Background: an optimization exercise with open tools, aiming at small area and a short achievable clock period. Do not read the settings as production practice. At most, simulation tests tie the RTL to the original design; equivalence was not proved. The RTL of run 2 was laid out without a check of its function. Power figures rest on the tool's default switching activity, not on a simulated workload.

## flow/design.v (module list and top-level ports; edited modules follow where they fit)
// module and64: 7 lines
// module or64: 7 lines
// module xnor64: 7 lines
// module xor64_by_1: 7 lines
// module comp_sign_extend: 7 lines
// module set_lsb: 6 lines
// module vadder64: 15 lines
// module shift64: 464 lines
// module lt65: 7 lines
// module gt65: 7 lines
// module mux8_to_1_x64: 38 lines
// module alu64: 536 lines
// module alu64_sync: 49 lines
module alu64_sync(
    input clk,
    input en,
    input MD,
    input [2:0] OP,
    input [63:0] R1,
    input [63:0] R2,
    output reg EQ,
    output reg GT,
    output reg LT,
    output reg OVR,
    output reg [63:0] Q
    );
  // ...
==> flow/flow/run.sh <==
#!/bin/bash
# Standard ORFS layout (the standard.sh), with the port buffers made from the
# smallest buffer cell instead of the one buffer_ports picks by default.
set -euo pipefail
bash standard.sh BUFFER_PORTS_ARGS="-buffer_cell sky130_fd_sc_hd__buf_1" finish > standard.log 2>&1
==> flow/standard.sh <==
#!/bin/bash
# synth_recipe.tcl (not shown) runs the flow's synth.tcl, then flattens the netlist and writes it again
# the make line also repeats each setting of config.mk as NAME=value (left out here)
make -C /OpenROAD-flow-scripts/flow DESIGN_CONFIG=/design/flow/config.mk WORK_HOME=/design/flow/orfs CLKGATE_MAP_FILE= SYNTH_SCRIPT=/design/flow/synth_recipe.tcl "${@:-finish}"
==> flow/config.mk <==
export PLATFORM = sky130hd
export DESIGN_NAME = alu64_sync
export DESIGN_NICKNAME = alu64_sync
export VERILOG_FILES = /design/flow/design.v
export SDC_FILE = /design/flow/constraint.sdc
export NUM_CORES = 4
export LEC_CHECK = 0
export ABC_AREA = 1
export CAP_MARGIN = 20
export CORE_MARGIN = 2
export CORE_UTILIZATION = 50
export CTS_BUF_LIST = sky130_fd_sc_hd__clkbuf_8
export SETUP_SLACK_MARGIN = 1.7
export SLEW_MARGIN = 20
==> flow/constraint.sdc <==
create_clock -name core_clock -period 4.0 [get_ports {clk}]
set_input_delay 0.8000 -clock core_clock [delete_from_list [all_inputs] [get_ports {clk}]]
set_output_delay 0.8000 -clock core_clock [all_outputs]
set_load 0.01 [all_outputs]
==> qor.yml, run 1 <==
cp_top_family: "compound AO/OA/AOI/OAI gates"
grt_pass1_vias: 18257
synth_compound_area_share_pct: 24.3
syn_area_per_cell_um2: 5.58
hold_viol_final: 0
async_reset_ff_share_pct: 0
skew_ns: 0.0271
gr-total-overflow: 0
n_all_inverters: 291
grt_util_met2_pct: 58.0
status: "no timing/DRC/antenna violations"
routabilityCongestion: 1.03
synthAdderAreaFrac_pct: 1.21
drcViolationCount: 0
critical_path.startpoint: "V_r[1]$_SDFF_PN0_"
rsz0062_at_grt: "yes"
htreeDepth: 4
clkPwrFrac_pct: 23.5
synthSimpleGateAreaFrac_pct: 39.8
post-route-cell-area_um2: 17900
timing.hold.ws_ns: 0.319
slew_viol_final: 0
ys_seq_area_share_pct: 20.6
rrSetupSlack_ns: 1.73
setup_ws_ns: 1.73
place_hpwl_mm: 49.2
==> module alu64, before the edit <==
module alu64(en, MD, OP, R1, R2, D, V, FILL, REV, ADD, BC, SLT, SGT, LT, EQ, OVR);
    input en;
    input MD;
    input [2:0] OP;
    input [63:0] R1;
    input [63:0] R2;
    output [63:0] D;       
    output [5:0] V;        
    output FILL;           
    output REV;            
    output ADD;            
    output [15:1] BC;       
    output SLT;            
    output SGT;            
    output LT;
    output EQ;
    output OVR;
    wire [63:0] a = R1;
    wire [63:0] b = R2;
    wire [63:0] p = a ^ b ^ {64{MD}};    
    wire [63:0] g = a & ~p;              
    wire [63:0] cl;    
    wire g0c = g[0] | (p[0] & MD);
    wire G0_1 = g[1] | (p[1] & g0c);
    wire P0_1 = p[1] & p[0];
    wire G0_3 = g[3] | (p[3] & g[2]);
    wire P0_3 = p[3] & p[2];
    wire G1_2 = g[2] | (p[2] & G0_1);
    wire P1_2 = p[2] & P0_1;
    wire G1_3 = G0_3 | (P0_3 & G0_1);
    wire P1_3 = P0_3 & P0_1;
    assign cl[0] = MD;
    assign cl[1] = g0c;
    assign cl[2] = G0_1;
    assign cl[3] = G1_2;
    wire G0_5 = g[5] | (p[5] & g[4]);
    wire P0_5 = p[5] & p[4];
    wire G0_7 = g[7] | (p[7] & g[6]);
    wire P0_7 = p[7] & p[6];
    wire G1_6 = g[6] | (p[6] & G0_5);
    wire P1_6 = p[6] & P0_5;
    wire G1_7 = G0_7 | (P0_7 & G0_5);
    wire P1_7 = P0_7 & P0_5;
    assign cl[4] = 1'b0;
    assign cl[5] = g[4];
    assign cl[6] = G0_5;
    assign cl[7] = G1_6;
    wire G0_9 = g[9] | (p[9] & g[8]);
    wire P0_9 = p[9] & p[8];
    wire G0_11 = g[11] | (p[11] & g[10]);
    wire P0_11 = p[11] & p[10];
    wire G1_10 = g[10] | (p[10] & G0_9);
    wire P1_10 = p[10] & P0_9;
    wire G1_11 = G0_11 | (P0_11 & G0_9);
    wire P1_11 = P0_11 & P0_9;
    assign cl[8] = 1'b0;
    assign cl[9] = g[8];
    assign cl[10] = G0_9;
    assign cl[11] = G1_10;
    wire G0_13 = g[13] | (p[13] & g[12]);
    wire P0_13 = p[13] & p[12];
    wire G0_15 = g[15] | (p[15] & g[14]);
    wire P0_15 = p[15] & p[14];
    wire G1_14 = g[14] | (p[14] & G0_13);
    wire P1_14 = p[14] & P0_13;
    wire G1_15 = G0_15 | (P0_15 & G0_13);
    wire P1_15 = P0_15 & P0_13;
    assign cl[12] = 1'b0;
    assign cl[13] = g[12];
    assign cl[14] = G0_13;
    assign cl[15] = G1_14;
    wire G0_17 = g[17] | (p[17] & g[16]);
    wire P0_17 = p[17] & p[16];
    wire G0_19 = g[19] | (p[19] & g[18]);
    wire P0_19 = p[19] & p[18];
    wire G1_18 = g[18] | (p[18] & G0_17);
    wire P1_18 = p[18] & P0_17;
    wire G1_19 = G0_19 | (P0_19 & G0_17);
    wire P1_19 = P0_19 & P0_17;
    assign cl[16] = 1'b0;
    assign cl[17] = g[16];
    assign cl[18] = G0_17;
    assign cl[19] = G1_18;
    wire G0_21 = g[21] | (p[21] & g[20]);
    wire P0_21 = p[21] & p[20];
    wire G0_23 = g[23] | (p[23] & g[22]);
    wire P0_23 = p[23] & p[22];
    wire G1_22 = g[22] | (p[22] & G0_21);
    wire P1_22 = p[22] & P0_21;
    wire G1_23 = G0_23 | (P0_23 & G0_21);
    wire P1_23 = P0_23 & P0_21;
    assign cl[20] = 1'b0;
    assign cl[21] = g[20];
    assign cl[22] = G0_21;
    assign cl[23] = G1_22;
    wire G0_25 = g[25] | (p[25] & g[24]);
    wire P0_25 = p[25] & p[24];
    wire G0_27 = g[27] | (p[27] & g[26]);
    wire P0_27 = p[27] & p[26];
    wire G1_26 = g[26] | (p[26] & G0_25);
    wire P1_26 = p[26] & P0_25;
    wire G1_27 = G0_27 | (P0_27 & G0_25);
    wire P1_27 = P0_27 & P0_25;
    assign cl[24] = 1'b0;
    assign cl[25] = g[24];
    assign cl[26] = G0_25;
    assign cl[27] = G1_26;
    wire G0_29 = g[29] | (p[29] & g[28]);
    wire P0_29 = p[29] & p[28];
    wire G0_31 = g[31] | (p[31] & g[30]);
    wire P0_31 = p[31] & p[30];
    wire G1_30 = g[30] | (p[30] & G0_29);
    wire P1_30 = p[30] & P0_29;
    wire G1_31 = G0_31 | (P0_31 & G0_29);
    wire P1_31 = P0_31 & P0_29;
    assign cl[28] = 1'b0;
    assign cl[29] = g[28];
    assign cl[30] = G0_29;
    assign cl[31] = G1_30;
    wire G0_33 = g[33] | (p[33] & g[32]);
    wire P0_33 = p[33] & p[32];
    wire G0_35 = g[35] | (p[35] & g[34]);
    wire P0_35 = p[35] & p[34];
    wire G1_34 = g[34] | (p[34] & G0_33);
    wire P1_34 = p[34] & P0_33;
    wire G1_35 = G0_35 | (P0_35 & G0_33);
    wire P1_35 = P0_35 & P0_33;
    assign cl[32] = 1'b0;
    assign cl[33] = g[32];
    assign cl[34] = G0_33;
    assign cl[35] = G1_34;
    wire G0_37 = g[37] | (p[37] & g[36]);
    wire P0_37 = p[37] & p[36];
    wire G0_39 = g[39] | (p[39] & g[38]);
    wire P0_39 = p[39] & p[38];
    wire G1_38 = g[38] | (p[38] & G0_37);
    wire P1_38 = p[38] & P0_37;
    wire G1_39 = G0_39 | (P0_39 & G0_37);
    wire P1_39 = P0_39 & P0_37;
    assign cl[36] = 1'b0;
    assign cl[37] = g[36];
    assign cl[38] = G0_37;
    assign cl[39] = G1_38;
    wire G0_41 = g[41] | (p[41] & g[40]);
    wire P0_41 = p[41] & p[40];
    wire G0_43 = g[43] | (p[43] & g[42]);
    wire P0_43 = p[43] & p[42];
    wire G1_42 = g[42] | (p[42] & G0_41);
    wire P1_42 = p[42] & P0_41;
    wire G1_43 = G0_43 | (P0_43 & G0_41);
    wire P1_43 = P0_43 & P0_41;
    assign cl[40] = 1'b0;
    assign cl[41] = g[40];
    assign cl[42] = G0_41;
    assign cl[43] = G1_42;
    wire G0_45 = g[45] | (p[45] & g[44]);
    wire P0_45 = p[45] & p[44];
    wire G0_47 = g[47] | (p[47] & g[46]);
    wire P0_47 = p[47] & p[46];
    wire G1_46 = g[46] | (p[46] & G0_45);
    wire P1_46 = p[46] & P0_45;
    wire G1_47 = G0_47 | (P0_47 & G0_45);
    wire P1_47 = P0_47 & P0_45;
    assign cl[44] = 1'b0;
    assign cl[45] = g[44];
    assign cl[46] = G0_45;
    assign cl[47] = G1_46;
    wire G0_49 = g[49] | (p[49] & g[48]);
    wire P0_49 = p[49] & p[48];
    wire G0_51 = g[51] | (p[51] & g[50]);
    wire P0_51 = p[51] & p[50];
    wire G1_50 = g[50] | (p[50] & G0_49);
    wire P1_50 = p[50] & P0_49;
    wire G1_51 = G0_51 | (P0_51 & G0_49);
    wire P1_51 = P0_51 & P0_49;
    assign cl[48] = 1'b0;
    assign cl[49] = g[48];
    assign cl[50] = G0_49;
    assign cl[51] = G1_50;
    wire G0_53 = g[53] | (p[53] & g[52]);
    wire P0_53 = p[53] & p[52];
    wire G0_55 = g[55] | (p[55] & g[54]);
    wire P0_55 = p[55] & p[54];
    wire G1_54 = g[54] | (p[54] & G0_53);
    wire P1_54 = p[54] & P0_53;
    wire G1_55 = G0_55 | (P0_55 & G0_53);
    wire P1_55 = P0_55 & P0_53;
    assign cl[52] = 1'b0;
    assign cl[53] = g[52];
    assign cl[54] = G0_53;
    assign cl[55] = G1_54;
    wire G0_57 = g[57] | (p[57] & g[56]);
    wire P0_57 = p[57] & p[56];
    wire G0_59 = g[59] | (p[59] & g[58]);
    wire P0_59 = p[59] & p[58];
    wire G1_58 = g[58] | (p[58] & G0_57);
    wire P1_58 = p[58] & P0_57;
    wire G1_59 = G0_59 | (P0_59 & G0_57);
    wire P1_59 = P0_59 & P0_57;
    assign cl[56] = 1'b0;
    assign cl[57] = g[56];
    assign cl[58] = G0_57;
    assign cl[59] = G1_58;
    wire G0_61 = g[61] | (p[61] & g[60]);
    wire P0_61 = p[61] & p[60];
    wire G0_63 = g[63] | (p[63] & g[62]);
    wire P0_63 = p[63] & p[62];
    wire G1_62 = g[62] | (p[62] & G0_61);
    wire P1_62 = p[62] & P0_61;
    wire G1_63 = G0_63 | (P0_63 & G0_61);
    wire P1_63 = P0_63 & P0_61;
    assign cl[60] = 1'b0;
    assign cl[61] = g[60];
    assign cl[62] = G0_61;
    assign cl[63] = G1_62;
    wire BG0_1 = G1_7 | (P1_7 & G1_3);
    wire BP0_1 = P1_7 & P1_3;
    wire BG0_3 = G1_15 | (P1_15 & G1_11);
    wire BP0_3 = P1_15 & P1_11;
    wire BG0_5 = G1_23 | (P1_23 & G1_19);
    wire BP0_5 = P1_23 & P1_19;
    wire BG0_7 = G1_31 | (P1_31 & G1_27);
    wire BP0_7 = P1_31 & P1_27;
    wire BG0_9 = G1_39 | (P1_39 & G1_35);
    wire BP0_9 = P1_39 & P1_35;
    wire BG0_11 = G1_47 | (P1_47 & G1_43);
    wire BP0_11 = P1_47 & P1_43;
    wire BG0_13 = G1_55 | (P1_55 & G1_51);
    wire BP0_13 = P1_55 & P1_51;
    wire BG0_15 = G1_63 | (P1_63 & G1_59);
    wire BP0_15 = P1_63 & P1_59;
    wire BG1_2 = G1_11 | (P1_11 & BG0_1);
    wire BP1_2 = P1_11 & BP0_1;
    wire BG1_3 = BG0_3 | (BP0_3 & BG0_1);
    wire BP1_3 = BP0_3 & BP0_1;
    wire BG1_6 = G1_27 | (P1_27 & BG0_5);
    wire BP1_6 = P1_27 & BP0_5;
    wire BG1_7 = BG0_7 | (BP0_7 & BG0_5);
    wire BP1_7 = BP0_7 & BP0_5;
    wire BG1_10 = G1_43 | (P1_43 & BG0_9);
    wire BP1_10 = P1_43 & BP0_9;
    wire BG1_11 = BG0_11 | (BP0_11 & BG0_9);
    wire BP1_11 = BP0_11 & BP0_9;
    wire BG1_14 = G1_59 | (P1_59 & BG0_13);
    wire BP1_14 = P1_59 & BP0_13;
    wire BG1_15 = BG0_15 | (BP0_15 & BG0_13);
    wire BP1_15 = BP0_15 & BP0_13;
    wire BG2_4 = G1_19 | (P1_19 & BG1_3);
    wire BP2_4 = P1_19 & BP1_3;
    wire BG2_5 = BG0_5 | (BP0_5 & BG1_3);
    wire BP2_5 = BP0_5 & BP1_3;
    wire BG2_6 = BG1_6 | (BP1_6 & BG1_3);
    wire BP2_6 = BP1_6 & BP1_3;
    wire BG2_7 = BG1_7 | (BP1_7 & BG1_3);
    wire BP2_7 = BP1_7 & BP1_3;
    wire BG2_12 = G1_51 | (P1_51 & BG1_11);
    wire BP2_12 = P1_51 & BP1_11;
    wire BG2_13 = BG0_13 | (BP0_13 & BG1_11);
    wire BP2_13 = BP0_13 & BP1_11;
    wire BG2_14 = BG1_14 | (BP1_14 & BG1_11);
    wire BP2_14 = BP1_14 & BP1_11;
    wire BG2_15 = BG1_15 | (BP1_15 & BG1_11);
    wire BP2_15 = BP1_15 & BP1_11;
    wire BG3_8 = G1_35 | (P1_35 & BG2_7);
    wire BP3_8 = P1_35 & BP2_7;
    wire BG3_9 = BG0_9 | (BP0_9 & BG2_7);
    wire BP3_9 = BP0_9 & BP2_7;
    wire BG3_10 = BG1_10 | (BP1_10 & BG2_7);
    wire BP3_10 = BP1_10 & BP2_7;
    wire BG3_11 = BG1_11 | (BP1_11 & BG2_7);
    wire BP3_11 = BP1_11 & BP2_7;
    wire BG3_12 = BG2_12 | (BP2_12 & BG2_7);
    wire BP3_12 = BP2_12 & BP2_7;
    wire BG3_13 = BG2_13 | (BP2_13 & BG2_7);
    wire BP3_13 = BP2_13 & BP2_7;
    wire BG3_14 = BG2_14 | (BP2_14 & BG2_7);
    wire BP3_14 = BP2_14 & BP2_7;
    wire BG3_15 = BG2_15 | (BP2_15 & BG2_7);
    wire BP3_15 = BP2_15 & BP2_7;
    wire [16:0] bc;    
    assign bc[0] = MD;
    assign bc[1] = G1_3;
    assign bc[2] = BG0_1;
    assign bc[3] = BG1_2;
    assign bc[4] = BG1_3;
    assign bc[5] = BG2_4;
    assign bc[6] = BG2_5;
    assign bc[7] = BG2_6;
    assign bc[8] = BG2_7;
    assign bc[9] = BG3_8;
    assign bc[10] = BG3_9;
    assign bc[11] = BG3_10;
    assign bc[12] = BG3_11;
    assign bc[13] = BG3_12;
    assign bc[14] = BG3_13;
    assign bc[15] = BG3_14;
    assign bc[16] = BG3_15;
    wire [63:0] s0 = p ^ cl;
    assign OVR = bc[16];
    wire [63:0] lg;
    wire [63:0] le;
    assign lg[62:0] = ~a[62:0] & p[62:0];
    assign lg[63] = a[63] & p[63];
    assign le = ~p;
    wire CL0_0 = lg[1] | (le[1] & lg[0]);
    wire CE0_0 = le[1] & le[0];
    wire CL0_1 = lg[3] | (le[3] & lg[2]);
    wire CE0_1 = le[3] & le[2];
    wire CL0_2 = lg[5] | (le[5] & lg[4]);
    wire CE0_2 = le[5] & le[4];
    wire CL0_3 = lg[7] | (le[7] & lg[6]);
    wire CE0_3 = le[7] & le[6];
    wire CL0_4 = lg[9] | (le[9] & lg[8]);
    wire CE0_4 = le[9] & le[8];
    wire CL0_5 = lg[11] | (le[11] & lg[10]);
    wire CE0_5 = le[11] & le[10];
    wire CL0_6 = lg[13] | (le[13] & lg[12]);
    wire CE0_6 = le[13] & le[12];
    wire CL0_7 = lg[15] | (le[15] & lg[14]);
    wire CE0_7 = le[15] & le[14];
    wire CL0_8 = lg[17] | (le[17] & lg[16]);
    wire CE0_8 = le[17] & le[16];
    wire CL0_9 = lg[19] | (le[19] & lg[18]);
    wire CE0_9 = le[19] & le[18];
    wire CL0_10 = lg[21] | (le[21] & lg[20]);
    wire CE0_10 = le[21] & le[20];
    wire CL0_11 = lg[23] | (le[23] & lg[22]);
    wire CE0_11 = le[23] & le[22];
    wire CL0_12 = lg[25] | (le[25] & lg[24]);
    wire CE0_12 = le[25] & le[24];
    wire CL0_13 = lg[27] | (le[27] & lg[26]);
    wire CE0_13 = le[27] & le[26];
    wire CL0_14 = lg[29] | (le[29] & lg[28]);
    wire CE0_14 = le[29] & le[28];
    wire CL0_15 = lg[31] | (le[31] & lg[30]);
    wire CE0_15 = le[31] & le[30];
    wire CL0_16 = lg[33] | (le[33] & lg[32]);
    wire CE0_16 = le[33] & le[32];
    wire CL0_17 = lg[35] | (le[35] & lg[34]);
    wire CE0_17 = le[35] & le[34];
    wire CL0_18 = lg[37] | (le[37] & lg[36]);
    wire CE0_18 = le[37] & le[36];
    wire CL0_19 = lg[39] | (le[39] & lg[38]);
    wire CE0_19 = le[39] & le[38];
    wire CL0_20 = lg[41] | (le[41] & lg[40]);
    wire CE0_20 = le[41] & le[40];
    wire CL0_21 = lg[43] | (le[43] & lg[42]);
    wire CE0_21 = le[43] & le[42];
    wire CL0_22 = lg[45] | (le[45] & lg[44]);
    wire CE0_22 = le[45] & le[44];
    wire CL0_23 = lg[47] | (le[47] & lg[46]);
    wire CE0_23 = le[47] & le[46];
    wire CL0_24 = lg[49] | (le[49] & lg[48]);
    wire CE0_24 = le[49] & le[48];
    wire CL0_25 = lg[51] | (le[51] & lg[50]);
    wire CE0_25 = le[51] & le[50];
    wire CL0_26 = lg[53] | (le[53] & lg[52]);
    wire CE0_26 = le[53] & le[52];
    wire CL0_27 = lg[55] | (le[55] & lg[54]);
    wire CE0_27 = le[55] & le[54];
    wire CL0_28 = lg[57] | (le[57] & lg[56]);
    wire CE0_28 = le[57] & le[56];
    wire CL0_29 = lg[59] | (le[59] & lg[58]);
    wire CE0_29 = le[59] & le[58];
    wire CL0_30 = lg[61] | (le[61] & lg[60]);
    wire CE0_30 = le[61] & le[60];
    wire CL0_31 = lg[63] | (le[63] & lg[62]);
    wire CE0_31 = le[63] & le[62];
    wire CL1_0 = CL0_1 | (CE0_1 & CL0_0);
    wire CE1_0 = CE0_1 & CE0_0;
    wire CL1_1 = CL0_3 | (CE0_3 & CL0_2);
    wire CE1_1 = CE0_3 & CE0_2;
    wire CL1_2 = CL0_5 | (CE0_5 & CL0_4);
    wire CE1_2 = CE0_5 & CE0_4;
    wire CL1_3 = CL0_7 | (CE0_7 & CL0_6);
    wire CE1_3 = CE0_7 & CE0_6;
    wire CL1_4 = CL0_9 | (CE0_9 & CL0_8);
    wire CE1_4 = CE0_9 & CE0_8;
    wire CL1_5 = CL0_11 | (CE0_11 & CL0_10);
    wire CE1_5 = CE0_11 & CE0_10;
    wire CL1_6 = CL0_13 | (CE0_13 & CL0_12);
    wire CE1_6 = CE0_13 & CE0_12;
    wire CL1_7 = CL0_15 | (CE0_15 & CL0_14);
    wire CE1_7 = CE0_15 & CE0_14;
    wire CL1_8 = CL0_17 | (CE0_17 & CL0_16);
    wire CE1_8 = CE0_17 & CE0_16;
    wire CL1_9 = CL0_19 | (CE0_19 & CL0_18);
    wire CE1_9 = CE0_19 & CE0_18;
    wire CL1_10 = CL0_21 | (CE0_21 & CL0_20);
    wire CE1_10 = CE0_21 & CE0_20;
    wire CL1_11 = CL0_23 | (CE0_23 & CL0_22);
    wire CE1_11 = CE0_23 & CE0_22;
    wire CL1_12 = CL0_25 | (CE0_25 & CL0_24);
    wire CE1_12 = CE0_25 & CE0_24;
    wire CL1_13 = CL0_27 | (CE0_27 & CL0_26);
    wire CE1_13 = CE0_27 & CE0_26;
    wire CL1_14 = CL0_29 | (CE0_29 & CL0_28);
    wire CE1_14 = CE0_29 & CE0_28;
    wire CL1_15 = CL0_31 | (CE0_31 & CL0_30);
    wire CE1_15 = CE0_31 & CE0_30;
    wire CL2_0 = CL1_1 | (CE1_1 & CL1_0);
    wire CE2_0 = CE1_1 & CE1_0;
    wire CL2_1 = CL1_3 | (CE1_3 & CL1_2);
    wire CE2_1 = CE1_3 & CE1_2;
    wire CL2_2 = CL1_5 | (CE1_5 & CL1_4);
    wire CE2_2 = CE1_5 & CE1_4;
    wire CL2_3 = CL1_7 | (CE1_7 & CL1_6);
    wire CE2_3 = CE1_7 & CE1_6;
    wire CL2_4 = CL1_9 | (CE1_9 & CL1_8);
    wire CE2_4 = CE1_9 & CE1_8;
    wire CL2_5 = CL1_11 | (CE1_11 & CL1_10);
    wire CE2_5 = CE1_11 & CE1_10;
    wire CL2_6 = CL1_13 | (CE1_13 & CL1_12);
    wire CE2_6 = CE1_13 & CE1_12;
    wire CL2_7 = CL1_15 | (CE1_15 & CL1_14);
    wire CE2_7 = CE1_15 & CE1_14;
    wire CL3_0 = CL2_1 | (CE2_1 & CL2_0);
    wire CE3_0 = CE2_1 & CE2_0;
    wire CL3_1 = CL2_3 | (CE2_3 & CL2_2);
    wire CE3_1 = CE2_3 & CE2_2;
    wire CL3_2 = CL2_5 | (CE2_5 & CL2_4);
    wire CE3_2 = CE2_5 & CE2_4;
    wire CL3_3 = CL2_7 | (CE2_7 & CL2_6);
    wire CE3_3 = CE2_7 & CE2_6;
    wire CL4_0 = CL3_1 | (CE3_1 & CL3_0);
    wire CE4_0 = CE3_1 & CE3_0;
    wire CL4_1 = CL3_3 | (CE3_3 & CL3_2);
    wire CE4_1 = CE3_3 & CE3_2;
    wire CL5_0 = CL4_1 | (CE4_1 & CL4_0);
    wire CE5_0 = CE4_1 & CE4_0;
    wire lt0 = CL5_0;
    wire eq0 = CE5_0;
    wire eq1 = &p;
    assign LT = MD ? ~OVR : lt0;
    assign EQ = MD ? eq1 : eq0;
    wire s_add = en & (OP == 3'b000);
    wire s_shl = en & (OP == 3'b001);
    wire s_shr = en & (OP == 3'b101);
    wire op_x = en & (OP == 3'b100);
    wire op_o = en & (OP == 3'b110);
    wire op_a = en & (OP == 3'b111);
    wire pas = ~en;
    wire sh0 = b[0];
    wire shr_a = s_shr & ~sh0;    
    wire shr_b = s_shr & sh0;     
    wire shl_a = s_shl & ~sh0;    
    wire shl_b = s_shl & sh0;     
    wire t01 = op_x | op_o;
    wire t10 = op_x | op_o | pas | shr_a;
    wire t11 = op_o | op_a | pas | shr_a;
    assign SLT = en & (OP == 3'b010);
    assign SGT = en & (OP == 3'b011);
    assign ADD = s_add;
    assign REV = s_shl;
    assign FILL = s_shr & MD & a[63];
    assign V = {(s_shl | s_shr) ? b[5:1] : 5'd0, 1'b0};
    assign BC[1] = s_add & bc[1];
    assign BC[2] = s_add & bc[2];
    assign BC[3] = s_add & bc[3];
    assign BC[4] = s_add & bc[4];
    assign BC[5] = s_add & bc[5];
    assign BC[6] = s_add & bc[6];
    assign BC[7] = s_add & bc[7];
    assign BC[8] = s_add & bc[8];
    assign BC[9] = s_add & bc[9];
    assign BC[10] = s_add & bc[10];
    assign BC[11] = s_add & bc[11];
    assign BC[12] = s_add & bc[12];
    assign BC[13] = s_add & bc[13];
    assign BC[14] = s_add & bc[14];
    assign BC[15] = s_add & bc[15];
    assign D[0] = (s_add & s0[0]) | (b[0] ? (a[0] ? t11 : t01) : (a[0] & t10)) | (shl_a & a[63]) | (shr_b & a[1]) | (shl_b & a[62]);
    assign D[1] = (s_add & s0[1]) | (b[1] ? (a[1] ? t11 : t01) : (a[1] & t10)) | (shl_a & a[62]) | (shr_b & a[2]) | (shl_b & a[61]);
    assign D[2] = (s_add & s0[2]) | (b[2] ? (a[2] ? t11 : t01) : (a[2] & t10)) | (shl_a & a[61]) | (shr_b & a[3]) | (shl_b & a[60]);
    assign D[3] = (s_add & s0[3]) | (b[3] ? (a[3] ? t11 : t01) : (a[3] & t10)) | (shl_a & a[60]) | (shr_b & a[4]) | (shl_b & a[59]);
    assign D[4] = (s_add & s0[4]) | (b[4] ? (a[4] ? t11 : t01) : (a[4] & t10)) | (shl_a & a[59]) | (shr_b & a[5]) | (shl_b & a[58]);
    assign D[5] = (s_add & s0[5]) | (b[5] ? (a[5] ? t11 : t01) : (a[5] & t10)) | (shl_a & a[58]) | (shr_b & a[6]) | (shl_b & a[57]);
    assign D[6] = (s_add & s0[6]) | (b[6] ? (a[6] ? t11 : t01) : (a[6] & t10)) | (shl_a & a[57]) | (shr_b & a[7]) | (shl_b & a[56]);
    assign D[7] = (s_add & s0[7]) | (b[7] ? (a[7] ? t11 : t01) : (a[7] & t10)) | (shl_a & a[56]) | (shr_b & a[8]) | (shl_b & a[55]);
    assign D[8] = (s_add & s0[8]) | (b[8] ? (a[8] ? t11 : t01) : (a[8] & t10)) | (shl_a & a[55]) | (shr_b & a[9]) | (shl_b & a[54]);
    assign D[9] = (s_add & s0[9]) | (b[9] ? (a[9] ? t11 : t01) : (a[9] & t10)) | (shl_a & a[54]) | (shr_b & a[10]) | (shl_b & a[53]);
    assign D[10] = (s_add & s0[10]) | (b[10] ? (a[10] ? t11 : t01) : (a[10] & t10)) | (shl_a & a[53]) | (shr_b & a[11]) | (shl_b & a[52]);
    assign D[11] = (s_add & s0[11]) | (b[11] ? (a[11] ? t11 : t01) : (a[11] & t10)) | (shl_a & a[52]) | (shr_b & a[12]) | (shl_b & a[51]);
    assign D[12] = (s_add & s0[12]) | (b[12] ? (a[12] ? t11 : t01) : (a[12] & t10)) | (shl_a & a[51]) | (shr_b & a[13]) | (shl_b & a[50]);
    assign D[13] = (s_add & s0[13]) | (b[13] ? (a[13] ? t11 : t01) : (a[13] & t10)) | (shl_a & a[50]) | (shr_b & a[14]) | (shl_b & a[49]);
    assign D[14] = (s_add & s0[14]) | (b[14] ? (a[14] ? t11 : t01) : (a[14] & t10)) | (shl_a & a[49]) | (shr_b & a[15]) | (shl_b & a[48]);
    assign D[15] = (s_add & s0[15]) | (b[15] ? (a[15] ? t11 : t01) : (a[15] & t10)) | (shl_a & a[48]) | (shr_b & a[16]) | (shl_b & a[47]);
    assign D[16] = (s_add & s0[16]) | (b[16] ? (a[16] ? t11 : t01) : (a[16] & t10)) | (shl_a & a[47]) | (shr_b & a[17]) | (shl_b & a[46]);
    assign D[17] = (s_add & s0[17]) | (b[17] ? (a[17] ? t11 : t01) : (a[17] & t10)) | (shl_a & a[46]) | (shr_b & a[18]) | (shl_b & a[45]);
    assign D[18] = (s_add & s0[18]) | (b[18] ? (a[18] ? t11 : t01) : (a[18] & t10)) | (shl_a & a[45]) | (shr_b & a[19]) | (shl_b & a[44]);
    assign D[19] = (s_add & s0[19]) | (b[19] ? (a[19] ? t11 : t01) : (a[19] & t10)) | (shl_a & a[44]) | (shr_b & a[20]) | (shl_b & a[43]);
    assign D[20] = (s_add & s0[20]) | (b[20] ? (a[20] ? t11 : t01) : (a[20] & t10)) | (shl_a & a[43]) | (shr_b & a[21]) | (shl_b & a[42]);
    assign D[21] = (s_add & s0[21]) | (b[21] ? (a[21] ? t11 : t01) : (a[21] & t10)) | (shl_a & a[42]) | (shr_b & a[22]) | (shl_b & a[41]);
    assign D[22] = (s_add & s0[22]) | (b[22] ? (a[22] ? t11 : t01) : (a[22] & t10)) | (shl_a & a[41]) | (shr_b & a[23]) | (shl_b & a[40]);
    assign D[23] = (s_add & s0[23]) | (b[23] ? (a[23] ? t11 : t01) : (a[23] & t10)) | (shl_a & a[40]) | (shr_b & a[24]) | (shl_b & a[39]);
    assign D[24] = (s_add & s0[24]) | (b[24] ? (a[24] ? t11 : t01) : (a[24] & t10)) | (shl_a & a[39]) | (shr_b & a[25]) | (shl_b & a[38]);
    assign D[25] = (s_add & s0[25]) | (b[25] ? (a[25] ? t11 : t01) : (a[25] & t10)) | (shl_a & a[38]) | (shr_b & a[26]) | (shl_b & a[37]);
    assign D[26] = (s_add & s0[26]) | (b[26] ? (a[26] ? t11 : t01) : (a[26] & t10)) | (shl_a & a[37]) | (shr_b & a[27]) | (shl_b & a[36]);
    assign D[27] = (s_add & s0[27]) | (b[27] ? (a[27] ? t11 : t01) : (a[27] & t10)) | (shl_a & a[36]) | (shr_b & a[28]) | (shl_b & a[35]);
    assign D[28] = (s_add & s0[28]) | (b[28] ? (a[28] ? t11 : t01) : (a[28] & t10)) | (shl_a & a[35]) | (shr_b & a[29]) | (shl_b & a[34]);
    assign D[29] = (s_add & s0[29]) | (b[29] ? (a[29] ? t11 : t01) : (a[29] & t10)) | (shl_a & a[34]) | (shr_b & a[30]) | (shl_b & a[33]);
    assign D[30] = (s_add & s0[30]) | (b[30] ? (a[30] ? t11 : t01) : (a[30] & t10)) | (shl_a & a[33]) | (shr_b & a[31]) | (shl_b & a[32]);
    assign D[31] = (s_add & s0[31]) | (b[31] ? (a[31] ? t11 : t01) : (a[31] & t10)) | (shl_a & a[32]) | (shr_b & a[32]) | (shl_b & a[31]);
    assign D[32] = (s_add & s0[32]) | (b[32] ? (a[32] ? t11 : t01) : (a[32] & t10)) | (shl_a & a[31]) | (shr_b & a[33]) | (shl_b & a[30]);
    assign D[33] = (s_add & s0[33]) | (b[33] ? (a[33] ? t11 : t01) : (a[33] & t10)) | (shl_a & a[30]) | (shr_b & a[34]) | (shl_b & a[29]);
    assign D[34] = (s_add & s0[34]) | (b[34] ? (a[34] ? t11 : t01) : (a[34] & t10)) | (shl_a & a[29]) | (shr_b & a[35]) | (shl_b & a[28]);
    assign D[35] = (s_add & s0[35]) | (b[35] ? (a[35] ? t11 : t01) : (a[35] & t10)) | (shl_a & a[28]) | (shr_b & a[36]) | (shl_b & a[27]);
    assign D[36] = (s_add & s0[36]) | (b[36] ? (a[36] ? t11 : t01) : (a[36] & t10)) | (shl_a & a[27]) | (shr_b & a[37]) | (shl_b & a[26]);
    assign D[37] = (s_add & s0[37]) | (b[37] ? (a[37] ? t11 : t01) : (a[37] & t10)) | (shl_a & a[26]) | (shr_b & a[38]) | (shl_b & a[25]);
    assign D[38] = (s_add & s0[38]) | (b[38] ? (a[38] ? t11 : t01) : (a[38] & t10)) | (shl_a & a[25]) | (shr_b & a[39]) | (shl_b & a[24]);
    assign D[39] = (s_add & s0[39]) | (b[39] ? (a[39] ? t11 : t01) : (a[39] & t10)) | (shl_a & a[24]) | (shr_b & a[40]) | (shl_b & a[23]);
    assign D[40] = (s_add & s0[40]) | (b[40] ? (a[40] ? t11 : t01) : (a[40] & t10)) | (shl_a & a[23]) | (shr_b & a[41]) | (shl_b & a[22]);
    assign D[41] = (s_add & s0[41]) | (b[41] ? (a[41] ? t11 : t01) : (a[41] & t10)) | (shl_a & a[22]) | (shr_b & a[42]) | (shl_b & a[21]);
    assign D[42] = (s_add & s0[42]) | (b[42] ? (a[42] ? t11 : t01) : (a[42] & t10)) | (shl_a & a[21]) | (shr_b & a[43]) | (shl_b & a[20]);
    assign D[43] = (s_add & s0[43]) | (b[43] ? (a[43] ? t11 : t01) : (a[43] & t10)) | (shl_a & a[20]) | (shr_b & a[44]) | (shl_b & a[19]);
    assign D[44] = (s_add & s0[44]) | (b[44] ? (a[44] ? t11 : t01) : (a[44] & t10)) | (shl_a & a[19]) | (shr_b & a[45]) | (shl_b & a[18]);
    assign D[45] = (s_add & s0[45]) | (b[45] ? (a[45] ? t11 : t01) : (a[45] & t10)) | (shl_a & a[18]) | (shr_b & a[46]) | (shl_b & a[17]);
    assign D[46] = (s_add & s0[46]) | (b[46] ? (a[46] ? t11 : t01) : (a[46] & t10)) | (shl_a & a[17]) | (shr_b & a[47]) | (shl_b & a[16]);
    assign D[47] = (s_add & s0[47]) | (b[47] ? (a[47] ? t11 : t01) : (a[47] & t10)) | (shl_a & a[16]) | (shr_b & a[48]) | (shl_b & a[15]);
    assign D[48] = (s_add & s0[48]) | (b[48] ? (a[48] ? t11 : t01) : (a[48] & t10)) | (shl_a & a[15]) | (shr_b & a[49]) | (shl_b & a[14]);
    assign D[49] = (s_add & s0[49]) | (b[49] ? (a[49] ? t11 : t01) : (a[49] & t10)) | (shl_a & a[14]) | (shr_b & a[50]) | (shl_b & a[13]);
    assign D[50] = (s_add & s0[50]) | (b[50] ? (a[50] ? t11 : t01) : (a[50] & t10)) | (shl_a & a[13]) | (shr_b & a[51]) | (shl_b & a[12]);
    assign D[51] = (s_add & s0[51]) | (b[51] ? (a[51] ? t11 : t01) : (a[51] & t10)) | (shl_a & a[12]) | (shr_b & a[52]) | (shl_b & a[11]);
    assign D[52] = (s_add & s0[52]) | (b[52] ? (a[52] ? t11 : t01) : (a[52] & t10)) | (shl_a & a[11]) | (shr_b & a[53]) | (shl_b & a[10]);
    assign D[53] = (s_add & s0[53]) | (b[53] ? (a[53] ? t11 : t01) : (a[53] & t10)) | (shl_a & a[10]) | (shr_b & a[54]) | (shl_b & a[9]);
    assign D[54] = (s_add & s0[54]) | (b[54] ? (a[54] ? t11 : t01) : (a[54] & t10)) | (shl_a & a[9]) | (shr_b & a[55]) | (shl_b & a[8]);
    assign D[55] = (s_add & s0[55]) | (b[55] ? (a[55] ? t11 : t01) : (a[55] & t10)) | (shl_a & a[8]) | (shr_b & a[56]) | (shl_b & a[7]);
    assign D[56] = (s_add & s0[56]) | (b[56] ? (a[56] ? t11 : t01) : (a[56] & t10)) | (shl_a & a[7]) | (shr_b & a[57]) | (shl_b & a[6]);
    assign D[57] = (s_add & s0[57]) | (b[57] ? (a[57] ? t11 : t01) : (a[57] & t10)) | (shl_a & a[6]) | (shr_b & a[58]) | (shl_b & a[5]);
    assign D[58] = (s_add & s0[58]) | (b[58] ? (a[58] ? t11 : t01) : (a[58] & t10)) | (shl_a & a[5]) | (shr_b & a[59]) | (shl_b & a[4]);
    assign D[59] = (s_add & s0[59]) | (b[59] ? (a[59] ? t11 : t01) : (a[59] & t10)) | (shl_a & a[4]) | (shr_b & a[60]) | (shl_b & a[3]);
    assign D[60] = (s_add & s0[60]) | (b[60] ? (a[60] ? t11 : t01) : (a[60] & t10)) | (shl_a & a[3]) | (shr_b & a[61]) | (shl_b & a[2]);
    assign D[61] = (s_add & s0[61]) | (b[61] ? (a[61] ? t11 : t01) : (a[61] & t10)) | (shl_a & a[2]) | (shr_b & a[62]) | (shl_b & a[1]);
    assign D[62] = (s_add & s0[62]) | (b[62] ? (a[62] ? t11 : t01) : (a[62] & t10)) | (shl_a & a[1]) | (shr_b & a[63]) | (shl_b & a[0]);
    assign D[63] = (s_add & s0[63]) | (b[63] ? (a[63] ? t11 : t01) : (a[63] & t10)) | (shl_a & a[0]) | (shr_b & MD & a[63]) | (shl_b & 1'b0);
endmodule
==> module alu64_sync, before the edit <==
module alu64_sync(
    input clk,
    input en,
    input MD,
    input [2:0] OP,
    input [63:0] R1,
    input [63:0] R2,
    output reg EQ,
    output reg GT,
    output reg LT,
    output reg OVR,
    output reg [63:0] Q
    );
	reg [63:0] D_r;
	reg [5:1] V_r;
	reg FILL_r, REV_r, ADD_r, SLT_r, SGT_r, LT_r, EQ_r, OVR_r;
	reg [15:1] BC_r;
	wire [63:0] D_w, S_w;
	wire [5:0] V_w;
	wire FILL_w, REV_w, ADD_w, SLT_w, SGT_w, LT_w, EQ_w, OVR_w;
	wire [15:1] BC_w;
	wire GT_1 = ~(LT_r | EQ_r);
	always @(posedge clk)
	begin
		D_r <= D_w;
		V_r <= V_w[5:1];
		FILL_r <= FILL_w;
		REV_r <= REV_w;
		ADD_r <= ADD_w;
		BC_r <= BC_w;
		SLT_r <= SLT_w;
		SGT_r <= SGT_w;
		LT_r <= LT_w;
		EQ_r <= EQ_w;
		OVR_r <= OVR_w;
		EQ <= EQ_r;
		GT <= GT_1;
		LT <= LT_r;
		OVR <= OVR_r;
		Q <= {S_w[63:1], S_w[0] | (SLT_r & LT_r) | (SGT_r & GT_1)};
	end
	alu64 u_front (
		.en(en), .MD(MD), .OP(OP), .R1(R1), .R2(R2),
		.D(D_w), .V(V_w), .FILL(FILL_w), .REV(REV_w), .ADD(ADD_w), .BC(BC_w),
		.SLT(SLT_w), .SGT(SGT_w), .LT(LT_w), .EQ(EQ_w), .OVR(OVR_w));
	shift64 u_back (
		.D(D_r), .V({V_r, 1'b0}), .FILL(FILL_r), .REV(REV_r), .ADD(ADD_r), .BC(BC_r),
		.S(S_w));
endmodule
==> inputs of run 2 (changes only) <==
--- a/flow/design.v
+++ b/flow/design.v
@@ -582,7 +582,7 @@
 	end
 endmodule
 `timescale 1ns / 1ps
-module alu64(en, MD, OP, R1, R2, D, V, FILL, REV, ADD, BC, SLT, SGT, LT, EQ, OVR);
+module alu64(en, MD, OP, R1, R2, D, V, FILL, REV, ADD, BC, SLT, SGT, LT0, EQ0, EQ1, OVR);
     input en;
     input MD;
     input [2:0] OP;
@@ -596,8 +596,9 @@
     output [15:1] BC;       
     output SLT;            
     output SGT;            
-    output LT;
-    output EQ;
+    output LT0;            
+    output EQ0;            
+    output EQ1;            
     output OVR;
     wire [63:0] a = R1;
     wire [63:0] b = R2;
@@ -1015,8 +1016,9 @@
     wire lt0 = CL5_0;
     wire eq0 = CE5_0;
     wire eq1 = &p;
-    assign LT = MD ? ~OVR : lt0;
-    assign EQ = MD ? eq1 : eq0;
+    assign LT0 = lt0;
+    assign EQ0 = eq0;
+    assign EQ1 = eq1;
     wire s_add = en & (OP == 3'b000);
     wire s_shl = en & (OP == 3'b001);
     wire s_shr = en & (OP == 3'b101);
@@ -1134,12 +1136,14 @@
     );
 	reg [63:0] D_r;
 	reg [5:1] V_r;
-	reg FILL_r, REV_r, ADD_r, SLT_r, SGT_r, LT_r, EQ_r, OVR_r;
+	reg FILL_r, REV_r, ADD_r, SLT_r, SGT_r, LT0_r, EQ0_r, EQ1_r, MD_r, OVR_r;
 	reg [15:1] BC_r;
 	wire [63:0] D_w, S_w;
 	wire [5:0] V_w;
-	wire FILL_w, REV_w, ADD_w, SLT_w, SGT_w, LT_w, EQ_w, OVR_w;
+	wire FILL_w, REV_w, ADD_w, SLT_w, SGT_w, LT0_w, EQ0_w, EQ1_w, OVR_w;
 	wire [15:1] BC_w;
+	wire LT_r = MD_r ? ~OVR_r : LT0_r;
+	wire EQ_r = MD_r ? EQ1_r : EQ0_r;
 	wire GT_1 = ~(LT_r | EQ_r);
 	always @(posedge clk)
 	begin
@@ -1151,8 +1155,10 @@
 		BC_r <= BC_w;
 		SLT_r <= SLT_w;
 		SGT_r <= SGT_w;
-		LT_r <= LT_w;
-		EQ_r <= EQ_w;
+		LT0_r <= LT0_w;
+		EQ0_r <= EQ0_w;
+		EQ1_r <= EQ1_w;
+		MD_r <= MD;
 		OVR_r <= OVR_w;
 		EQ <= EQ_r;
 		GT <= GT_1;
@@ -1163,7 +1169,7 @@
 	alu64 u_front (
 		.en(en), .MD(MD), .OP(OP), .R1(R1), .R2(R2),
 		.D(D_w), .V(V_w), .FILL(FILL_w), .REV(REV_w), .ADD(ADD_w), .BC(BC_w),
-		.SLT(SLT_w), .SGT(SGT_w), .LT(LT_w), .EQ(EQ_w), .OVR(OVR_w));
+		.SLT(SLT_w), .SGT(SGT_w), .LT0(LT0_w), .EQ0(EQ0_w), .EQ1(EQ1_w), .OVR(OVR_w));
 	shift64 u_back (
 		.D(D_r), .V({V_r, 1'b0}), .FILL(FILL_r), .REV(REV_r), .ADD(ADD_r), .BC(BC_r),
 		.S(S_w));
--- a/flow/config.mk
+++ b/flow/config.mk
@@ -8,7 +8,6 @@
 export ABC_AREA = 1
 export CAP_MARGIN = 20
 export CORE_MARGIN = 2
-export CORE_UTILIZATION = 50
-export CTS_BUF_LIST = sky130_fd_sc_hd__clkbuf_8
-export SETUP_SLACK_MARGIN = 1.7
+export CORE_UTILIZATION = 40
+export SETUP_SLACK_MARGIN = 1.5
 export SLEW_MARGIN = 20
==> qor.yml, run 2 <==
status: "no timing/DRC/antenna violations"
pin_count: 202
cts_tree: "built"
syn_area_per_cell_um2: 5.53  # -0.93%
synthCells: 2845
gr-total-overflow: 0  # unchanged
layout_common_cells: "nand2_1 (988), nand3_1 (391), inv_1 (266)"
period_needed_ns: 2.48
synthTopCellsByArea: "nand2_1 (24%), dfxtp_1 (21%), nand3_1 (13%), o21ai_0 (8.5%), inv_1 (6.5%)"
holdCritStartpoint: "OVR_r$_DFF_P_"
setup_viol_count_final: 0
finalCritPeriodShare_pct: 62.0
rrSetupSlack_ns: 1.52  # -0.21 ns
grt_max_degree: 68
antenna_found_initial: 2
drive_gt1_share_pct: 5.70
vdd_drop_max_mv: 0.287
synth-seq-cells: 162
cp.arrival_ns: 2.86
vias_per_cell: 5.83
wl_per_cell_um: 20.4
r2r-start: "V_r[1]$_SDFF_PN0_"
power_density_nw_per_um2: 323
final_common_cell: "nand2_1"
path_max_fanout: 46
drtAntennaViolNets: 0
n_antenna_cell: 0
synth_top_area_share_pct: 23.7
drcViolationCount: 0  # unchanged
cts.sinks: 162
via_count: 20390
first_pass_iters: 7
synth_top_cell_by_area: "nand2_1"
holdPathEnd: "OVR$_DFF_P_"
skew_ns: 0.0150  # -0.0121 ns
syn-cell-area_um2: 15700
required_ns: 4.38
critical_path.startpoint: "V_r[1]$_SDFF_PN0_"
end_kind: "register"
synth.most_common_cell: "nand2_1"
min_path_cells: 0
finalPower_mw: 5.76
start_kind: "register"
hold_viol_final: 0  # unchanged
min_path_type: "register to register"
htreeDepth: 4  # unchanged
grt_use_total_pct: 33.4
rsz0062_at_grt: "yes"
dieHeight_um: 202
row_count: 72
cts_buffers: 17
area_growth_pct: 13.2
cts_root_buffer: "clkbuf_16"
drv_cap: 0
r2r-end: "Q[56]$_DFF_P_"
die-area_um2: 41000
ys_types: 43
clock_latency_ns: 0.45
reg2reg_depth: 11
synth_edf_count: 0
synth_nets: 2994
cts.clk_slew.worst_paths_ns: 0.07
grt_pass1_vias: 18074  # -1.0%
worstMarginPinSlew_ns: 0.813
cts_hold_buf: 0
start_util_pct: 40.6
synth_common_cells: "nand2_1 (994), nand3_1 (394), inv_1 (273)"
fin_nets: 3119
synth_top_flop_cell: "dfxtp_1"
drtIter0Drc: 2096
fin_setup_tns_ns: 0
io_buffers: 201
routabilityCongestion: 0.994  # -3.6%
finalWirelength_mm: 71.3
die_w_um: 202
yosysWarnings: 1
grt_first_pass_wirelength_mm: 105
reg.largest.list: "D_r x64, Q x64, BC_r x15"
ys_seq_area_share_pct: 20.6  # -0.021 points
cellLeakagePower_nw: 8.59
place_hpwl_mm: 54.0  # +9.7%
core_area_um2: 38700
fmax_mhz: 403
slew_headroom_pct: 45.2
async_reset_ff_share_pct: 0  # unchanged
cts_max_path_buffers: 2
fillCellCount: 4255
slew_viol_final: 0  # unchanged
criticalPathCategory: "register to register"
-- run 2: changes by cell type after synthesis, sizes merged, moves of 10 or more --
| cell | delta |
|---|---|
| nand3 | +84 |
| nand2 | -21 |
| a221oi | -25 |
| or2 | +14 |
| nor2 | -11 |
| a21oi | +30 |
| o22ai | -10 |
| o2111ai | -13 |
-- run 2: cell type report --
class / count / area (µm²) / area share [%]
tap: 518 / 648 / 3.64
clock buffer: 19 / 433 / 2.43
timing repair inverter: 1 / 6.26 / 0.0351
sequential: 162 / 3250 / 18.3
clock inverter: 10 / 114 / 0.639
multi-input combinational: 2249 / 10900 / 61.4
timing repair buffer: 249 / 1320 / 7.42
inverter: 290 / 1100 / 6.20
-- run 2: critical path, cell delays in order, from the launching register on --
cell and delay, ns:
dfxtp_4 0.41, buf_12 0.19, o21ai_0 0.47, nand2_1 0.10
nand2_1 0.12, nor2_1 0.07, a31oi_1 0.37, o21ai_1 0.20
buf_4 0.21, nand2_1 0.07, nand3_1 0.08, nand3_1 0.10
-- run 2: what timing repair did --
action                                  in CTS  in global routing
gates cloned                                 3                  1
endpoints found under the setup margin      73                 60
gates resized for setup                     22                 52
pin swaps                                    0                  3
setup buffers                                1                  3
-- run 2: power breakdown --
part / internal (mW) / switching (mW)
clock network: 0.907 / 0.703
registers: 1.83 / 0.125
logic: 0.652 / 1.54
-- run 2: how the worst max path moves through the flow --
stage	to	depth (start not counted)	slack, ns
4_1_cts	Q[23]$_DFF_P_	10	1.51
5_1_grt	D_r[47]$_DFF_P_	11	1.48
6_report	Q[56]$_DFF_P_	11	1.52
3_3_place_gp	LT0_r$_DFF_P_	13	0.77
3_5_place_dp	EQ0_r$_DFF_P_	11	0.77
2_1_floorplan	OVR_r$_DFF_P_	15	1.79
-- run 2: cells by family (layout without fill, tap and decap cells) --
group	after synthesis	after routing	synth area share, %
multiplexers	37	37	2.36
flip-flops	162	162	20.6
XOR/XNOR	20	20	1.26
buffers and inverters	434	569	10.8
AND/OR/NAND/NOR	1569	1569	41.5
adder cells (fa/ha/maj)	15	15	1.19
AO/OA/AOI/OAI	608	608	22.3
-- run 2: through the flow --
step / instances / area [µm²] / setup slack, ns / utilization [%] / hold WS [ns]
6_report: 3498 / 17800 / 1.52 / 46.0 / 0.420
5_1_grt: 3498 / 17800 / 1.48 / 46.0 / 0.451
4_1_cts: 3494 / 17700 / 1.51 / 45.6 / 0.442
3_5_place_dp: 3461 / 17000 / 0.767 / 43.8 / 0.425
3_3_place_gp: 3461 / 17000 / 0.771 / 43.8 / 0.432
2_1_floorplan: 2845 / 15700 / 1.79 / - / 0.331
-- run 2: layer usage --
metal | global-route usage [%] | vias to the layer above | routed length [µm]
met5 | 0 | - | 13
met4 | 16.2 | 2 | 3700
met3 | 6.47 | 165 | 7860
met2 | 50.3 | 1181 | 29600
met1 | 45.5 | 9248 | 30100
li1 | - | 9794 | -
==> inputs of run 3 (changes only) <==
--- a/flow/design.v
+++ b/flow/design.v
@@ -582,7 +582,7 @@
 	end
 endmodule
 `timescale 1ns / 1ps
-module alu64(en, MD, OP, R1, R2, D, V, FILL, REV, ADD, BC, SLT, SGT, LT0, EQ0, EQ1, OVR);
+module alu64(en, MD, OP, R1, R2, D, V, FILL, REV, ADD, BC, SLT, SGT, LT, EQ, OVR);
     input en;
     input MD;
     input [2:0] OP;
@@ -596,9 +596,8 @@
     output [15:1] BC;       
     output SLT;            
     output SGT;            
-    output LT0;            
-    output EQ0;            
-    output EQ1;            
+    output LT;
+    output EQ;
     output OVR;
     wire [63:0] a = R1;
     wire [63:0] b = R2;
@@ -882,11 +881,12 @@
     assign bc[16] = BG3_15;
     wire [63:0] s0 = p ^ cl;
     assign OVR = bc[16];
-    wire [63:0] lg;
-    wire [63:0] le;
-    assign lg[62:0] = ~a[62:0] & p[62:0];
-    assign lg[63] = a[63] & p[63];
-    assign le = ~p;
+    wire [63:0] x = a ^ b;
+    wire [63:0] lg;    
+    wire [63:0] le;    
+    assign lg[62:0] = ~a[62:0] & x[62:0];
+    assign lg[63] = x[63] & (a[63] ^ MD);
+    assign le = ~x;
     wire CL0_0 = lg[1] | (le[1] & lg[0]);
     wire CE0_0 = le[1] & le[0];
     wire CL0_1 = lg[3] | (le[3] & lg[2]);
@@ -1013,12 +1013,8 @@
     wire CE4_1 = CE3_3 & CE3_2;
     wire CL5_0 = CL4_1 | (CE4_1 & CL4_0);
     wire CE5_0 = CE4_1 & CE4_0;
-    wire lt0 = CL5_0;
-    wire eq0 = CE5_0;
-    wire eq1 = &p;
-    assign LT0 = lt0;
-    assign EQ0 = eq0;
-    assign EQ1 = eq1;
+    assign LT = CL5_0;
+    assign EQ = CE5_0;
     wire s_add = en & (OP == 3'b000);
     wire s_shl = en & (OP == 3'b001);
     wire s_shr = en & (OP == 3'b101);
@@ -1136,14 +1132,12 @@
     );
 	reg [63:0] D_r;
 	reg [5:1] V_r;
-	reg FILL_r, REV_r, ADD_r, SLT_r, SGT_r, LT0_r, EQ0_r, EQ1_r, MD_r, OVR_r;
+	reg FILL_r, REV_r, ADD_r, SLT_r, SGT_r, LT_r, EQ_r, OVR_r;
 	reg [15:1] BC_r;
 	wire [63:0] D_w, S_w;
 	wire [5:0] V_w;
-	wire FILL_w, REV_w, ADD_w, SLT_w, SGT_w, LT0_w, EQ0_w, EQ1_w, OVR_w;
+	wire FILL_w, REV_w, ADD_w, SLT_w, SGT_w, LT_w, EQ_w, OVR_w;
 	wire [15:1] BC_w;
-	wire LT_r = MD_r ? ~OVR_r : LT0_r;
-	wire EQ_r = MD_r ? EQ1_r : EQ0_r;
 	wire GT_1 = ~(LT_r | EQ_r);
 	always @(posedge clk)
 	begin
@@ -1155,10 +1149,8 @@
 		BC_r <= BC_w;
 		SLT_r <= SLT_w;
 		SGT_r <= SGT_w;
-		LT0_r <= LT0_w;
-		EQ0_r <= EQ0_w;
-		EQ1_r <= EQ1_w;
-		MD_r <= MD;
+		LT_r <= LT_w;
+		EQ_r <= EQ_w;
 		OVR_r <= OVR_w;
 		EQ <= EQ_r;
 		GT <= GT_1;
@@ -1169,7 +1161,7 @@
 	alu64 u_front (
 		.en(en), .MD(MD), .OP(OP), .R1(R1), .R2(R2),
 		.D(D_w), .V(V_w), .FILL(FILL_w), .REV(REV_w), .ADD(ADD_w), .BC(BC_w),
-		.SLT(SLT_w), .SGT(SGT_w), .LT0(LT0_w), .EQ0(EQ0_w), .EQ1(EQ1_w), .OVR(OVR_w));
+		.SLT(SLT_w), .SGT(SGT_w), .LT(LT_w), .EQ(EQ_w), .OVR(OVR_w));
 	shift64 u_back (
 		.D(D_r), .V({V_r, 1'b0}), .FILL(FILL_r), .REV(REV_r), .ADD(ADD_r), .BC(BC_r),
 		.S(S_w));
--- a/flow/config.mk
+++ b/flow/config.mk
@@ -9,5 +9,6 @@
 export CAP_MARGIN = 20
 export CORE_MARGIN = 2
 export CORE_UTILIZATION = 40
+export CTS_BUF_LIST = sky130_fd_sc_hd__clkbuf_4 sky130_fd_sc_hd__clkbuf_8
 export SETUP_SLACK_MARGIN = 1.5
 export SLEW_MARGIN = 20
==> qor.yml, run 3 <==
finalWirelength_mm: 76.0  # +6.6%
gr-total-overflow: 0  # unchanged
htreeDepth: 4  # unchanged
row_count: 71  # -1.4%
start_util_pct: 40.8  # +0.13 points
synthCells: 2627  # -7.7%
synth.most_common_cell: "nand2_1"
placed_cells: 3233  # -6.6%
cp.arrival_ns: 2.86  # about the same
yosysWarnings: 1  # unchanged
status: "no timing/DRC/antenna violations"
pin_count: 202  # unchanged
reg.largest.list: "D_r x64, Q x64, BC_r x15"
first_pass_iters: 6  # -1
period_needed_ns: 2.47  # -0.00748 ns
fmax_mhz: 405  # +0.30%
synth_top_flop_cell: "dfxtp_1"
cp_num_buf_inv: 3  # +1
power_density_nw_per_um2: 314  # -2.9%
ys_types: 52  # +21%
path_cells: "buf_1, inv_2, nor3_1, nand2_1, inv_2, a21oi_1, o21ai_0, a31oi_1, o211ai_1"
drcViolationCount: 0  # unchanged
end_kind: "register"
hold_viol_final: 0  # unchanged
grt_first_pass_wirelength_mm: 112  # +6.6%
drv_cap: 0  # unchanged
synth_top_area_share_pct: 20.8  # -2.9 points
die-area_um2: 40100  # -2.2%
cp_slowest_cell: "inv_2"
synth-seq-cells: 160  # -1.2%
setup_viol_count_final: 0  # unchanged
min_path_cells: 0  # unchanged
rsz0062_at_grt: "yes"
min_path_type: "register to register"
criticalPathCategory: "primary input to register"
fin_setup_tns_ns: 0  # unchanged
cts.clk_slew.worst_paths_ns: 0.10  # +0.03 ns
critical_path.startpoint: "OP[0]"
cts_hold_buf: 0  # unchanged
required_ns: 4.38  # about the same
cellLeakagePower_nw: 7.89  # -8.1%
grt_pass1_vias: 17891  # -1.0%
rrSetupSlack_ns: 1.54  # +0.02 ns
vias_per_cell: 6.02  # +3.4%
drive_gt1_share_pct: 6.31  # +0.60 points
r2r-end: "Q[2]$_DFF_P_"
synth_top_cell_by_area: "dfxtp_1"
syn-cell-area_um2: 15400  # -2.2%
die_w_um: 200  # -1.1%
r2r-start: "V_r[1]$_SDFF_PN0_"
dieHeight_um: 200  # -1.1%
worstMarginPinSlew_ns: 0.785  # -0.0280 ns
reg2reg_depth: 8  # -3
fillCellCount: 4197  # -1.4%
via_count: 19707  # -3.3%
holdPathEnd: "OVR$_DFF_P_"
instances_no_fill: 3271  # -6.5%
antenna_found_initial: 3  # +1
io_buffers: 201  # unchanged
cp_top_family: "buffers and inverters"
synthTopCellsByArea: "dfxtp_1 (21%), nand2_1 (20%), nand3_1 (11%), o21ai_0 (8.3%), inv_1 (6.1%)"
cts_max_path_buffers: 2  # unchanged
wl_per_cell_um: 23.2  # +14%
synth_common_cells: "nand2_1 (803), nand3_1 (326), o21ai_0 (254)"
finalCritPeriodShare_pct: 61.8  # -0.19 points
start_kind: "primary input"
grt_max_degree: 92  # +35%
clock_latency_ns: 0.54  # +0.09 ns
final_common_cell: "nand2_1"
slew_headroom_pct: 47.6  # +2.4 points
cts_root_buffer: "clkbuf_8"
drtIter0Drc: 2261  # +7.9%
holdCritStartpoint: "OVR_r$_DFF_P_"
layout_common_cells: "nand2_1 (798), nand3_1 (326), inv_1 (245)"
ys_seq_area_share_pct: 20.8  # +0.21 points
syn_area_per_cell_um2: 5.86  # +5.9%
vdd_drop_max_mv: 0.248  # -14%
cts.sinks: 160  # -1.2%
cts_tree: "built"
async_reset_ff_share_pct: 0  # unchanged
max_stage_delay_ns: 0.52  # +0.05 ns
routabilityCongestion: 1.03  # +3.2%
fin_nets: 2926  # -6.2%
grt_use_total_pct: 36.7  # +3.3 points
cts_buffers: 17  # unchanged
area_growth_pct: 11.2
slew_viol_final: 0  # unchanged
core_area_um2: 37800  # -2.5%
drtAntennaViolNets: 0  # unchanged
synth_nets: 2808  # -6.2%
place_hpwl_mm: 58.9  # +9.2%
synth_edf_count: 0  # unchanged
path_max_fanout: 22  # -52%
crit_path_frequent_cell: "inv_2"
skew_ns: 0.0229  # +0.00787 ns
-- run 3: changes by cell type after synthesis, moves of 12 or more --
cell	previous run	this run
a21oi_1	152	110
nand3_1	394	326
a221oi_1	19	36
o221ai_1	9	33
nand2_1	994	803
xor2_1	17	31
nor2_1	126	160
o2111ai_1	43	25
o21ai_0	266	254
clkbuf_1	83	70
ha_1	15	47
inv_1	273	250
-- run 3: through the flow --
stage | instance area, µm² | setup slack [ns] | total power, mW | hold slack [ns] | util [%]
finish | 17100 | 1.53 | 5.37 | 0.387 | 45.3
global route | 17100 | 1.48 | 5.68 | 0.386 | 45.3
CTS | 16800 | 1.49 | 5.28 | 0.392 | 44.6
detailed placement | 16400 | 0.800 | 4.09 | 0.362 | 43.6
global placement | 16400 | 0.889 | 4.08 | 0.379 | 43.6
floorplan | 15400 | 1.56 | 3.25 | 0.310 | -
-- run 3: timing repair --
item / in CTS / in global routing
gates resized for setup: 13 / 70
cloned: 0 / 2
buffers inserted: 0 / 1
endpoints found under the setup margin: 34 / 68
pin swaps: 0 / 2
-- run 3: cells by family (layout without fill, tap and decap cells) --
group | Yosys count | after routing | share of synthesized area [%]
AO/OA/AOI/OAI | 577 | 577 | 22.4
XOR/XNOR | 47 | 47 | 3.07
adder cells (fa/ha/maj) | 47 | 47 | 3.82
buffers and inverters | 405 | 536 | 10.7
flip-flops | 160 | 160 | 20.8
multiplexers | 32 | 32 | 2.08
other | 0 | 2 | 0
AND/OR/NAND/NOR | 1359 | 1359 | 37.1
-- run 3: layout make-up --
type / instances / area, µm² / area share, %
multi-input combinational: 2062 / 10700 / 62.6
sequential: 160 / 3210 / 18.7
timing repair buffer: 240 / 1170 / 6.82
inverter: 264 / 1010 / 5.93
tap: 511 / 639 / 3.74
clock buffer: 20 / 256 / 1.50
clock inverter: 12 / 113 / 0.658
antenna: 2 / 5.00 / 0.0292
-- run 3: worst max-delay path by stage --
stage,to,slack [ns],cells after the start
3_5_place_dp,BC_r[9]$_DFF_P_,0.80,17
6_report,D_r[9]$_DFF_P_,1.53,9
5_1_grt,D_r[36]$_DFF_P_,1.48,10
2_1_floorplan,BC_r[11]$_DFF_P_,1.56,13
4_1_cts,Q[18]$_DFF_P_,1.49,10
3_3_place_gp,BC_r[9]$_DFF_P_,0.89,14
-- run 3: report_power, final --
part / switching, mW / total (mW) / internal (mW)
clock: 0.688 / 1.20 / 0.514
sequential: 0.169 / 1.98 / 1.81
combinational: 1.54 / 2.19 / 0.657
-- run 3: layer usage --
layer	GRT usage [%]	share of wire [%]	vias to the layer above
met5	0	0.033	-
met4	19.5	5.8	4
met3	5.86	9.2	220
met2	59.4	45	1191
met1	46.8	40	9169
li1	-	-	9123
==> inputs of run 4 (changes only) <==
--- a/flow/config.mk
+++ b/flow/config.mk
@@ -8,7 +8,7 @@
 export ABC_AREA = 1
 export CAP_MARGIN = 20
 export CORE_MARGIN = 2
-export CORE_UTILIZATION = 40
+export CORE_UTILIZATION = 50
 export CTS_BUF_LIST = sky130_fd_sc_hd__clkbuf_4 sky130_fd_sc_hd__clkbuf_8
-export SETUP_SLACK_MARGIN = 1.5
+export SETUP_SLACK_MARGIN = 1.7
 export SLEW_MARGIN = 20
==> qor.yml, run 4 <==
instances_no_fill: 3175  # -2.9%
drtAntennaViolNets: 0  # unchanged
area_growth_pct: 15.7
layout_common_cells: "nand2_1 (783), nand3_1 (314), inv_1 (227)"
placed_cells: 3124  # -3.4%
drive_gt1_share_pct: 11.3  # +5.0 points
final_common_cell: "nand2_1"
die-area_um2: 32200  # -20%
dieHeight_um: 179  # -10%
end_kind: "register"
synthCells: 2627  # unchanged
place_hpwl_mm: 50.4  # -14%
hold_viol_final: 0  # unchanged
top_usage_layer: "met2"
cts_hold_buf: 0  # unchanged
synth_common_cells: "nand2_1 (803), nand3_1 (326), o21ai_0 (254)"
async_reset_ff_share_pct: 0  # unchanged
yosysWarnings: 1  # unchanged
required_ns: 4.43  # +0.05 ns
gr-total-overflow: 0  # unchanged
grtUsageMet1_pct: 52.0  # +5.2 points
slew_viol_final: 0  # unchanged
finalWirelength_mm: 67.9  # -11%
wl_per_cell_um: 21.4  # -8.0%
grt_pass1_vias: 17852  # -0.22%
die_w_um: 179  # -10%
cts_root_buffer: "clkbuf_8"
antenna_found_initial: 0  # -3
r2r-end: "Q[56]$_DFF_P_"
reg.largest.list: "D_r x64, Q x64, BC_r x15"
grt_first_pass_wirelength_mm: 101  # -9.5%
grt_use_total_pct: 40.2  # +3.5 points
synth_edf_count: 0  # unchanged
vdd_drop_max_mv: 0.195  # -21%
rrSetupSlack_ns: 1.65  # +0.11 ns
min_path_type: "register to register"
cp.arrival_ns: 2.79  # -0.07 ns
via_count: 19653  # -0.27%
rsz0062_at_grt: "yes"
core_area_um2: 30400  # -19%
grt_max_degree: 72  # -22%
setup_viol_count_final: 0  # unchanged
ys_types: 52  # unchanged
finalCritPeriodShare_pct: 58.8  # -3.0 points
status: "no timing/DRC/antenna violations"
grt.met3_usage_pct: 8.53  # +2.7 points
synth_top_flop_cell: "dfxtp_1"
cts_tree: "built"
synth.most_common_cell: "nand2_1"
row_count: 64  # -9.9%
vias_per_cell: 6.19  # +2.7%
pin_count: 202  # unchanged
criticalPathCategory: "register to register"
fin_setup_tns_ns: 0  # unchanged
drcViolationCount: 0  # unchanged
first_pass_iters: 6  # unchanged
grt_util_met2_pct: 62.4  # +3.0 points
cellLeakagePower_nw: 8.21  # +4.1%
synthTopCellsByArea: "dfxtp_1 (21%), nand2_1 (20%), nand3_1 (11%), o21ai_0 (8.3%), inv_1 (6.1%)"
skew_ns: 0.0202  # -0.00270 ns
syn_area_per_cell_um2: 5.86  # unchanged
path_max_fanout: 21  # -4.5%
cts.sinks: 160  # unchanged
cts_max_path_buffers: 2  # unchanged
synth_nets: 2808  # unchanged
syn-cell-area_um2: 15400  # unchanged
drv_cap: 0  # unchanged
r2r-start: "V_r[1]$_SDFF_PN0_"
synth-seq-cells: 160  # unchanged
synth_top_cell_by_area: "dfxtp_1"
clock_latency_ns: 0.49  # -0.05 ns
run 4: power by group:
part | internal (mW) | switching [mW]
clock network | 0.535 | 0.736
logic | 0.739 | 1.56
registers | 1.81 | 0.146
total | 3.08 | 2.44
run 4: how the worst max path moves through the flow:
stage,endpoint,from,depth (start not counted)
after floorplan,BC_r[15]$_DFF_P_,R1[36],14
after global placement,BC_r[10]$_DFF_P_,MD,12
after detailed placement,BC_r[10]$_DFF_P_,MD,12
after CTS,D_r[8]$_DFF_P_,OP[0],10
after global routing,Q[36]$_DFF_P_,V_r[1]$_SDFF_PN0_,10
final,Q[56]$_DFF_P_,V_r[1]$_SDFF_PN0_,8
run 4: logic make-up (layout without fill, tap and decap cells):
group           count (synthesis)  count (layout)  share of synthesized area [%]
xor+xnor                       47              47                           3.07
simple gates                 1359            1359                           37.1
flops                         160             160                           20.8
buf+inv                       405             557                           10.7
compound gates                577             577                           22.4
fa+ha+maj                      47              47                           3.82
mux                            32              32                           2.08
run 4: repair_timing:
| action | CTS | global route |
|---|---|---|
| cloned | 0 | 1 |
| setup endpoints to repair | 106 | 124 |
| pin swaps | 6 | 36 |
| gates resized for setup | 69 | 182 |
| buffers inserted | 4 | 13 |
run 4: through the flow:
| stage | instance area (µm²) | setup slack (ns) | total power [mW] | util (%) | hold WS (ns) |
|---|---|---|---|---|---|
| 6_report | 17800 | 1.65 | 5.53 | 58.5 | 0.376 |
| 5_1_grt | 17800 | 1.58 | 5.80 | 58.5 | 0.384 |
| 4_1_cts | 17000 | 1.68 | 5.31 | 56.0 | 0.381 |
| 3_5_place_dp | 16400 | 0.838 | 4.03 | 54.0 | 0.369 |
| 3_3_place_gp | 16400 | 0.839 | 4.02 | 54.0 | 0.364 |
| 2_1_floorplan | 15500 | 1.70 | 3.25 | - | 0.310 |
run 4: routing by layer:
metal  part of all wire, %  up-vias
met5                     0        -
met4                   5.8        0
met3                    13      233
met2                    43     1388
met1                    38     8877
li1                      -     9155
run 4: critical path, stage by stage, from the launching register on:
cell,delay [ns]
dfxtp_4,0.53
buf_6,0.24
buf_4,0.20
o21ai_0,0.13
o21ai_0,0.30
a21oi_1,0.07
o311ai_1,0.54
nand3_1,0.17
nand3_1,0.12
run 4: final cells by class:
cell class | instances | area [µm²]
Sequential cell | 160 | 3210
Timing Repair Buffer | 261 | 1470
Fill cell | 3175 | 12600
Clock inverter | 14 | 149
Clock buffer | 18 | 248
Inverter | 264 | 1030
Multi-Input combinational cell | 2062 | 11200
Tap cell | 396 | 495

==> what the ideal ports hide <==
How much do the figures lean on ideal ports? The routed layouts below were timed once more, with nothing changed but the port constraints.
Step 1: set_driving_cell puts a clkbuf_16 on clk and a buf_2 on each other input, an assumption about the parent block.
Step 2, shift: input delay + t, output delay - t, t = (earliest + latest rising clock arrival at the registers) / 2. This alone moves slack from input paths to output paths.
a / b / c = ideal ports / drivers / drivers and shift; a / b = the first two.
run | t (ns) | setup WS [ns]
run 1 | 0.510 | 1.729 / 1.729 / 1.257
run 2 | 0.493 | 1.521 / 1.521 / 1.161
run 3 | 0.585 | 1.528 / 1.540 / 0.964
run 4 | 0.530 | 1.648 / 1.648 / 1.183
After both steps setup and hold are still met in every run listed.
